This is an optimization exercise on Yosys and OpenROAD, whose aim is small area, not a production implementation.
Function was checked by simulation only, so behaviour that the tests miss may differ from the original.
Power is estimated from default activity; no workload was simulated. The clock port is modelled as an ideal driver; clocking choices that lean on that would not hold on a real chip.

trial 78:
Design ufc_top, start of the top module:
module ufc_top(
    input  clk,
    input  rst_n,
    input  mosi,
    output miso,
    output sd_ck,
    output sd_mosi,
    output sd_csn,
    input  sd_miso
);
wire[7:0]  mosi_rx;
wire[2:0]  cmd;
wire       cnt_ld;
wire[7:0]  mosi_data;
wire[31:0] sec;
wire[7:0]  miso_fifo;
wire       fifo_done,rok,clk_bps,bps_tick,sd_init,init_ok,fifo_busy,fe_done;
wire       sd_ren,sd_wen,rd_ok,wr_ok,wclk,rclk,en_fc,set_fifo,fifo_rdy;
fifo_control fifo_control(
     .clk        (clk         )
    ,.rst_n      (rst_n       )
    ,.mosi       (mosi        )
    ,.miso       (miso        )
    ,.miso_rx    (mosi_rx     )
    ,.cmd        (cmd         )
    ,.fifo_done  (fifo_done   )
    ,.rok        (rok         )
    ,.clk_bps    (clk_bps     )
    ,.bps_tick   (bps_tick    )
    ,.cnt_ld     (cnt_ld      )
    ,.sd_init    (sd_init     )
    ,.init_ok    (init_ok     )
    ,.fifo_busy  (fifo_busy   )
    ,.fe_done    (fe_done     )
    ,.sd_ren     (sd_ren      )
    ,.sd_wen     (sd_wen      )
    ,.sd_read_ok (rd_ok       )
    ,.sd_write_ok(wr_ok       )
    ,.mosi_data  (mosi_data   )
    ,.mosi_wclk  (wclk        )
    ,.mosi_rclk  (rclk        )
    ,.en_fc      (en_fc       )
    ,.set_fifo   (set_fifo    )
    ,.miso_fifo  (miso_fifo   )
    ,.fifo_rdy   (fifo_rdy    )
);
FELOGIC FELOGIC(
     .rst_n     (rst_n     )
    ,.rok       (rok       )
    ,.mosi      (mosi_rx   )
    ,.clk       (clk       )
    ,.tick      (bps_tick  )
    ,.cmd       (cmd       )
  ...
Size: ~6100 cells after synthesis, about 4400 flip-flops, about 8 I/O pins, roughly 99000 µm² of cells after synthesis.
export LEC_CHECK = 0
export ABC_AREA = 1
export CAP_MARGIN = 20
export CORE_MARGIN = 2
export CORE_UTILIZATION = 65
export SLEW_MARGIN = 20
create_clock -name core_clock -period 10.0 [get_ports {clk}]
standard.sh (not shown) runs the stock make flow with config.mk's settings and CLKGATE_MAP_FILE= SYNTH_SCRIPT=/design/flow/synth_recipe.tcl, a recipe that flattens the netlist after the stock synthesis.
==> flow/flow/run.sh <==
#!/bin/bash
# The standard layout, with clock tree settings of our own: larger leaf clusters and no
# dummy loads. Each tool's output goes to a log file here; ORFS keeps its own logs under orfs/logs.
set -euo pipefail
export CTS_ARGS="-sink_clustering_enable -repair_clock_nets -dont_use_dummy_load -buf_list sky130_fd_sc_hd__buf_12 -sink_clustering_size 30 -sink_clustering_max_diameter 80"
bash standard.sh > standard_sh.log 2>&1
Inputs modified between trial 78 and trial 3:
==> flow/flow/run.sh <==
#!/bin/bash
# The standard layout, with clock tree settings of our own: larger leaf clusters and no
# dummy loads. Each tool's output goes to a log file here; ORFS keeps its own logs under orfs/logs.
set -euo pipefail
export CTS_ARGS="-sink_clustering_enable -repair_clock_nets -dont_use_dummy_load -buf_list sky130_fd_sc_hd__buf_12 -sink_clustering_size 34 -sink_clustering_max_diameter 60"
bash standard.sh > standard_sh.log 2>&1
==> run summary <==
Taking trial 78 as the reference, in trial 3 number of antenna cells inserted saw a decrease; layout filler cell count saw little to no change. Any difference in final non-filler cell area between trial 78 and trial 3 is small enough to ignore.


== v6 ==
ufc_top, a different RTL version from the one above (not shown whole).
Size: roughly 6000 cells after synthesis, roughly 4400 flip-flops, ~8 I/O pins, roughly 98000 um2 of cells after synthesis.
==> flow/config.mk <==
export PLATFORM = sky130hd
export DESIGN_NAME = ufc_top
export DESIGN_NICKNAME = ufc_top
export VERILOG_FILES = /design/flow/design.v
export SDC_FILE = /design/flow/constraint.sdc
export NUM_CORES = 4
export LEC_CHECK = 0
export ABC_AREA = 1
export CAP_MARGIN = 20
export CORE_MARGIN = 2
export CORE_UTILIZATION = 65
export SLEW_MARGIN = 20
==> flow/constraint.sdc <==
create_clock -name core_clock -period 10.0 [get_ports {clk}]
set_input_delay 2.0000 -clock core_clock [delete_from_list [all_inputs] [get_ports {clk}]]
set_output_delay 2.0000 -clock core_clock [all_outputs]
set_load 0.01 [all_outputs]
==> flow/flow/run.sh <==
#!/bin/bash
# The standard layout, with clock tree settings of our own: buf_12 clock buffers, larger leaf
# clusters and no
# dummy loads. Each tool's output goes to a log file here; ORFS keeps its own logs under orfs/logs.
set -euo pipefail
export CTS_ARGS="-sink_clustering_enable -repair_clock_nets -dont_use_dummy_load -buf_list sky130_fd_sc_hd__buf_12 -sink_clustering_size 30 -sink_clustering_max_diameter 80"
bash standard.sh > standard_sh.log 2>&1
v6 completed; timing, DRC and antenna clean
#### Input delta (v7 over v6)
==> flow/flow/run.sh <==
#!/bin/bash
set -uo pipefail
SLEW_OK_PS=121
export PLATFORM_DIR=$FLOW_HOME/platforms/$FLOW_PLATFORM
RESULTS=orfs/results/$FLOW_PLATFORM/ufc_top/base
export RESULTS
settings=("34 70" "33 75" "32 80" "30 80" "28 60")
n=0
for s in "${settings[@]}"; do
  n=$((n+1))
  set -- $s
  export CTS_ARGS="-sink_clustering_enable -repair_clock_nets -dont_use_dummy_load -buf_list sky130_fd_sc_hd__buf_12 -sink_clustering_size $1 -sink_clustering_max_diameter $2"
  if [[ $n -gt 1 ]]; then
    rm -f $RESULTS/4_* $RESULTS/5_* $RESULTS/6_* out/final.def
  fi
  bash standard.sh > standard_sh_$n.log 2>&1 || { echo "attempt $n: layout failed"; continue; }
  openroad -no_init -exit flow/slew.tcl > slew_$n.log 2>&1
  slew=$(awk '/^MAXSLEW/{print $2}' slew_$n.log)
  echo "attempt $n: clusters $1 / $2 um, clock-pin slew ${slew:-unknown} ps"
  if [[ -n "$slew" ]] && awk -v s="$slew" -v ok="$SLEW_OK_PS" 'BEGIN{exit !(s < ok)}'; then
    exit 0
  fi
done
# none met the target: the last attempt's layout stays in out/final.def
exit 0
==> flow/flow/slew.tcl (new file) <==
set R $::env(RESULTS)
set P $::env(PLATFORM_DIR)
read_liberty $P/lib/sky130_fd_sc_hd__tt_025C_1v80.lib
read_db $R/6_final.odb
read_sdc $R/6_final.sdc
read_spef $R/6_final.spef
set w 0
foreach pin [all_registers -clock_pins -edge_triggered] {
  foreach e {rise fall} {
    foreach a {max min} {
      set s [get_property $pin slew_${a}_$e]
      if {[string is double -strict $s]} { set w [expr {max($w, [sta::time_ui_sta $s] * 1e12)}] } else { set w 1e9 }
    }
  }
}
puts "MAXSLEW $w"
--- outcome ---
The power in the clock group in v7 sits about 3% below the value recorded for v6.
~same via count of the first global-routing pass in v6 and v7
Final cell count of v6 is on par with v7.
From v6 to v7 the numbers moved as follows: count of clock-buffer cells in the layout lost 10, part of the total power dissipated in the clock network shrank by 0.5 points.
Measured against each other, v6 and v7 differ in post-layout worst setup margin, the higher figure coming from v6.
In the flow results for v6 and v7, the clock buffer and inverter area fraction after layout is smaller on v7.
v6 and v7 ended up with nearly the same area of all placed cells without fillers.
Summary: with v6 as the reference, overall routed net length in v7 moved up slightly.
Number of buffers created by CTS went down by a few percent going from v6 to v7.

## what the ideal ports hide
No port has a modelled driver above. Below, the same layouts with a new extraction and two added sets of constraints.
Step 1 (the two cells are an assumption about what drives the block):
set clk [get_ports {clk}]
set_driving_cell -lib_cell sky130_fd_sc_hd__clkbuf_16 $clk
set_driving_cell -lib_cell sky130_fd_sc_hd__buf_2 [delete_from_list [all_inputs] $clk]
Step 2 moves the port delays by t, midway between the first and last clock arrival at a register: inputs arrive t later, outputs are due t later. That takes back most of the time a late clock gives input paths.
a / b / c = ideal ports / drivers / drivers and shift; a / b = the first two.
run | shift t [ns] | setup WS [ns] | worst setup path after step 2 | slew at the worst register clock pin (ns)
trial 78 | 0.795 | 5.290 / 5.320 / 4.525 | input to register | 0.12 / 0.12
trial 3 | 0.783 | 5.279 / 5.310 / 4.526 | input to register | 0.12 / 0.12
v6 | 0.810 | 5.301 / 5.358 / 4.548 | input to register | 0.11 / 0.11
v7 | 0.775 | 5.244 / 5.299 / 4.524 | input to register | 0.12 / 0.12
After both steps every run listed still meets setup and hold. The setup slack of trial 78, which loses most, moves by +0.030 ns with the drivers and by -0.765 ns with both steps.
